This design comes from an exercise in tuning for small area on the open sky130 flow, not from production work. The RTL was checked by simulation tests, not by an equivalence proof against the original design.

==> flow/design.v (outline; a module is shown in full before it is edited, if it fits) <==
// module system_top: 1868 lines
// module fa_cell: 4 lines
// module ha_cell: 4 lines
module system_top (
    input  wire               clk,
    input  wire               rst_n,
    input  wire signed [15:0] data_in,
    output wire signed [3:0]  sdm_out
);
  // ...
==> flow/run.sh <==
#!/bin/bash
# synth_recipe.tcl (not shown) runs the flow's synth.tcl, then flattens the netlist and writes it again
# the make line also repeats each setting of config.mk as NAME=value (left out here)
make -C /OpenROAD-flow-scripts/flow DESIGN_CONFIG=/design/flow/config.mk WORK_HOME=/design/flow/orfs CLKGATE_MAP_FILE= SYNTH_SCRIPT=/design/flow/synth_recipe.tcl finish
==> flow/config.mk <==
export PLATFORM = sky130hd
export DESIGN_NAME = system_top
export DESIGN_NICKNAME = system_top
export VERILOG_FILES = /design/flow/design.v
export SDC_FILE = /design/flow/constraint.sdc
export NUM_CORES = 4
export LEC_CHECK = 0
export ABC_AREA = 1
export CAP_MARGIN = 20
export CORE_MARGIN = 2
export CORE_UTILIZATION = 40
export CTS_BUF_LIST = sky130_fd_sc_hd__clkbuf_16
export CTS_CLUSTER_DIAMETER = 100
export CTS_CLUSTER_SIZE = 30
export PLACE_DENSITY = 0.6
export SLEW_MARGIN = 20
export SYNTH_HIERARCHICAL = 1
==> flow/constraint.sdc <==
create_clock -name core_clock -period 20.0 [get_ports {clk}]
set_input_delay 4.0000 -clock core_clock [delete_from_list [all_inputs] [get_ports {clk}]]
set_output_delay 4.0000 -clock core_clock [all_outputs]
set_load 0.01 [all_outputs]
==> results.json, run 1 <==
{
  "area_delta_synth_final_pct": 6.51,
  "period_share": 0.861,
  "synth-simple-area-share": 0.102,
  "synth-seq-cells": 1178,
  "synthXorXnorAreaFrac": 0.00950,
  "hold_path_class": "reg -> reg",
  "wirelength_met1_um": 40300,
  "synth_compound_area_frac": 0.0269,
  "min_path_cells": 0,
  "crit_required_ps": 20590,
  "cp.buffers_inverters": 2,
  "numCtsBuffers": 47,
  "nMultiInputCombCells": 2062,
  "rsz0062_at_grt": "false",
  "path_clk_slew_ps": 120,
  "final_core_util": 0.429,
  "cp_slowest_stage_delay_ps": 760,
  "inverters": 274,
  "dieWidth_um": 343,
  "post-synth-top-count-cell": "dfxtp_1",
  "syn_area_um2": 46100,
  "r2r_start": "int3[0]",
  "dr.pass1.iters": 6,
  "seq_area_um2": 24300,
  "yosysWarnings": 8,
  "largest_register_ffs": 816,
  "placed_cells": 5065,
  "max-slew-margin-rel": 0.266,
  "path_class": "reg -> reg",
  "core_area_um2": 114000,
  "crit_path_end_kind": "flip-flop",
  "outcome": "finished clean",
  "start_kind": "flip-flop",
  "multiInputGateArea_um2": 20100,
  "hp-start": "r2[1][9]",
  "skew_ps": 33.0,
  "most-common-layout-cells": "dfxtp_1 (1042), fa_1 (645), nand2_1 (476)",
  "syn-instance-count": 3614,
  "grt_first_pass_wirelength_um": 142000
}
==> inputs of run 2 (changes only) <==
--- a/flow/config.mk
+++ b/flow/config.mk
@@ -13,3 +13,3 @@
 export CTS_CLUSTER_DIAMETER = 100
-export CTS_CLUSTER_SIZE = 30
+export CTS_CLUSTER_SIZE = 24
 export PLACE_DENSITY = 0.6
==> run 2 against run 1 <==
Net effect: sequential cell count unchanged; register-to-register slack improved by 30 ps; via count increased by 0.11%; largest cell class unchanged; highest routed layer unchanged.
==> results.json, run 2 <==
{
  "outcome": "finished clean",
  "dpl_cell_area_um2": 47700,
  "yosysUniqueCellTypes": 56,
  "syn-instance-count": 3614,
  "grt_first_pass_wirelength_um": 143000,
  "slowest_stage": "xnor2_1",
  "synth-seq-cells": 1178,
  "core_area_um2": 114000,
  "seq_area_um2": 24300,
  "htree_levels": 2,
  "fill_cells": 10461,
  "setup_violations": 0,
  "slew_viol_final": 0,
  "hold_path_class": "reg -> reg",
  "first_global_vias": 25330,
  "final_common_cell": "dfxtp_1",
  "fin_area_um2": 49400,
  "synth-edff-count": 0,
  "crit_path_end_kind": "flip-flop",
  "drcViolationCount": 0,
  "r2r_slack_ps": 2820,
  "path_max_fanout": 11,
  "wl_um": 87400,
  "skew_ps": 41.1,
  "dieWidth_um": 343,
  "area_delta_synth_final_pct": 7.10,
  "dp.final_hpwl_um": 64400,
  "cts_tree": "built",
  "ios": 22,
  "cts_setup_buffers": 0,
  "avgSynthCellArea_um2": 12.8,
  "ant_nets": 0,
  "max-slew-margin-rel": 0.273,
  "rsz0062_at_grt": "false",
  "die_area_um2": 118000,
  "row_count": 124,
  "num_antenna_cells": 0,
  "numPortBuffers": 21,
  "nets": 4340,
  "seq_area_frac_synth": 0.528,
  "multiInputGateArea_um2": 20100,
  "yosysWarnings": 8,
  "gp_congestion": 0.931,
  "fmax_ghz": 0.0582,
  "post-synth-top-count-cell": "dfxtp_1",
  "clkLatencyLatePin_ps": 690,
  "first_iter_violations": 1999,
  "cts.sinks": 1178,
  "path_class": "reg -> reg",
  "most-common-layout-cells": "dfxtp_1 (1042), fa_1 (645), nand2_1 (476)",
  "synth_ff_type": "dfxtp_1",
  "cts_hold_buf": 0,
  "drive_above_1_share": 0.0579,
  "grt-ovfl-total": 0,
  "period_share": 0.859,
  "yosys.area.top_type_share": 0.453,
  "regMostFlops": "r1",
  "cts-root-buf": "clkbuf_16",
  "vias_per_cell": 4.72,
  "fp.dieH_um": 343,
  "synth_area_leaders": "dfxtp_1 (45%), fa_1 (28%), dfrtp_1 (5.2%), nand2_1 (3.9%), nor2_1 (2.3%)",
  "grt.total_usage": 0.154,
  "worstPathArrival_ps": 17810,
  "antenna_found_initial": 1,
  "max_cap_violations": 0,
  "crit_top_cell": "fa_1",
  "vias": 24289,
  "cp_slowest_stage_delay_ps": 760,
  "path_clk_slew_ps": 100,
  "synth_area_leader_cell": "dfxtp_1",
  "wire_per_inst_um": 17.0,
  "syn_area_um2": 46100,
  "start_kind": "flip-flop",
  "crit_required_ps": 20630,
  "reg_top3": "r1: 816 flops, r2: 176 flops",
  "finalHoldViolations": 0,
  "ys_top_cells_by_count": "dfxtp_1 (1042), fa_1 (645), nand2_1 (476)",
  "clk_path_buf_depth": 3,
  "largest_register_ffs": 816,
  "dr.pass1.iters": 10,
  "numCtsBuffers": 57,
  "cts_resized": 0,
  "setup_tns_ps": 0,
  "grt_max_degree": 80,
  "worst_slew_pin_slew_ps": 1090,
  "fin_crit_ps": 17180,
  "initial_utilization": 0.403,
  "async_reset_ff_frac": 0.115
}
==> run 2: cell counts after synthesis <==
Identical to the previous run, type by type.
==> run 2: worst paths after layout <==
check,start,endpoint,cells past startpoint
worst max-delay path,int3[0],int1[31],54
worst min-delay path,r2[5][1],r2[5][0],0
worst max register to register,int3[0],int1[31],54
worst min register to register,r2[5][1],r2[5][0],0
max in group asynchronous,rst_n,so[3],2
min in group asynchronous,rst_n,int3[1],1
==> run 2: worst max-delay path, delay by kind of cell (launching register included) <==
family | cells | cell delay [ps]
AND/OR/NAND/NOR | 16 | 1160
buffers and inverters | 2 | 390
XOR/XNOR | 4 | 1280
flip-flops | 1 | 550
AO/OA/AOI/OAI | 3 | 530
adder cells (fa/ha/maj) | 29 | 13220
==> run 2: layer usage <==
| layer | up-vias | global-route usage | share of wire |
|---|---|---|---|
| li1 | 11173 | - | - |
| met1 | 12172 | 0.225 | 0.46 |
| met2 | 773 | 0.234 | 0.44 |
| met3 | 171 | 0.0282 | 0.065 |
| met4 | 0 | 0.0496 | 0.032 |
| met5 | - | 0 | 0 |
==> run 2: Yosys stat by module (local to each module, per instance) <==
| module | flops+latches | cell area (um2) | cells inside | times used |
|---|---|---|---|---|
| ha_cell | 0 | 12.5 | 1 | 12 |
| system_top | 1178 | 33000 | 2957 | 1 |
| fa_cell | 0 | 20.0 | 1 | 645 |
==> run 2: cell families after synthesis <==
logic type               synth area share
multiplexers                     0.000244
other                           0.0000814
flip-flops                          0.528
adder cells (fa/ha/maj)             0.298
AO/OA/AOI/OAI                      0.0269
AND/OR/NAND/NOR                     0.102
buffers and inverters              0.0359
XOR/XNOR                          0.00950
==> run 2: through the flow <==
| stage | cells | util | hold slack [ps] | worst slack [ps] |
|---|---|---|---|---|
| after floorplan | 3617 | - | 310 | 4330 |
| after global placement | 5065 | 0.417 | 310 | 3060 |
| after detailed placement | 5065 | 0.417 | 312 | 2760 |
| after CTS | 5142 | 0.432 | 306 | 2740 |
| after global routing | 5142 | 0.432 | 315 | 1670 |
| final | 5142 | 0.432 | 305 | 2820 |
==> run 2: final cells by class <==
type / instances / area share
Multi-Input combinational cell: 2062 / 0.408
Timing Repair Buffer: 39 / 0.00702
Inverter: 274 / 0.0211
Tap cell: 1512 / 0.0383
Clock buffer: 58 / 0.0294
Sequential cell: 1178 / 0.493
Clock inverter: 19 / 0.00373

-- static timing again, ports no longer ideal --
Ports are ideal in the flow. The routed layouts listed here were re-timed in OpenROAD.
Step 1: set_driving_cell puts a clkbuf_16 on clk and a buf_2 on each other input, an assumption about the parent block.
Step 2, shift: input delay + t, output delay - t, t = (earliest + latest rising clock arrival at the registers) / 2. This alone moves slack from input paths to output paths.
Slacks: ideal / step 1 / step 2; pairs: ideal / step 1.
run | t (ns) | setup slack, ns | worst setup path after step 2 | worst data-port slew with drivers (ns)
run 1 | 0.705 | 2.785 / 2.785 / 2.785 | register to register | 0.04
run 2 | 0.734 | 2.817 / 2.817 / 2.817 | register to register | 0.04
After both steps setup and hold are still met in every run listed.
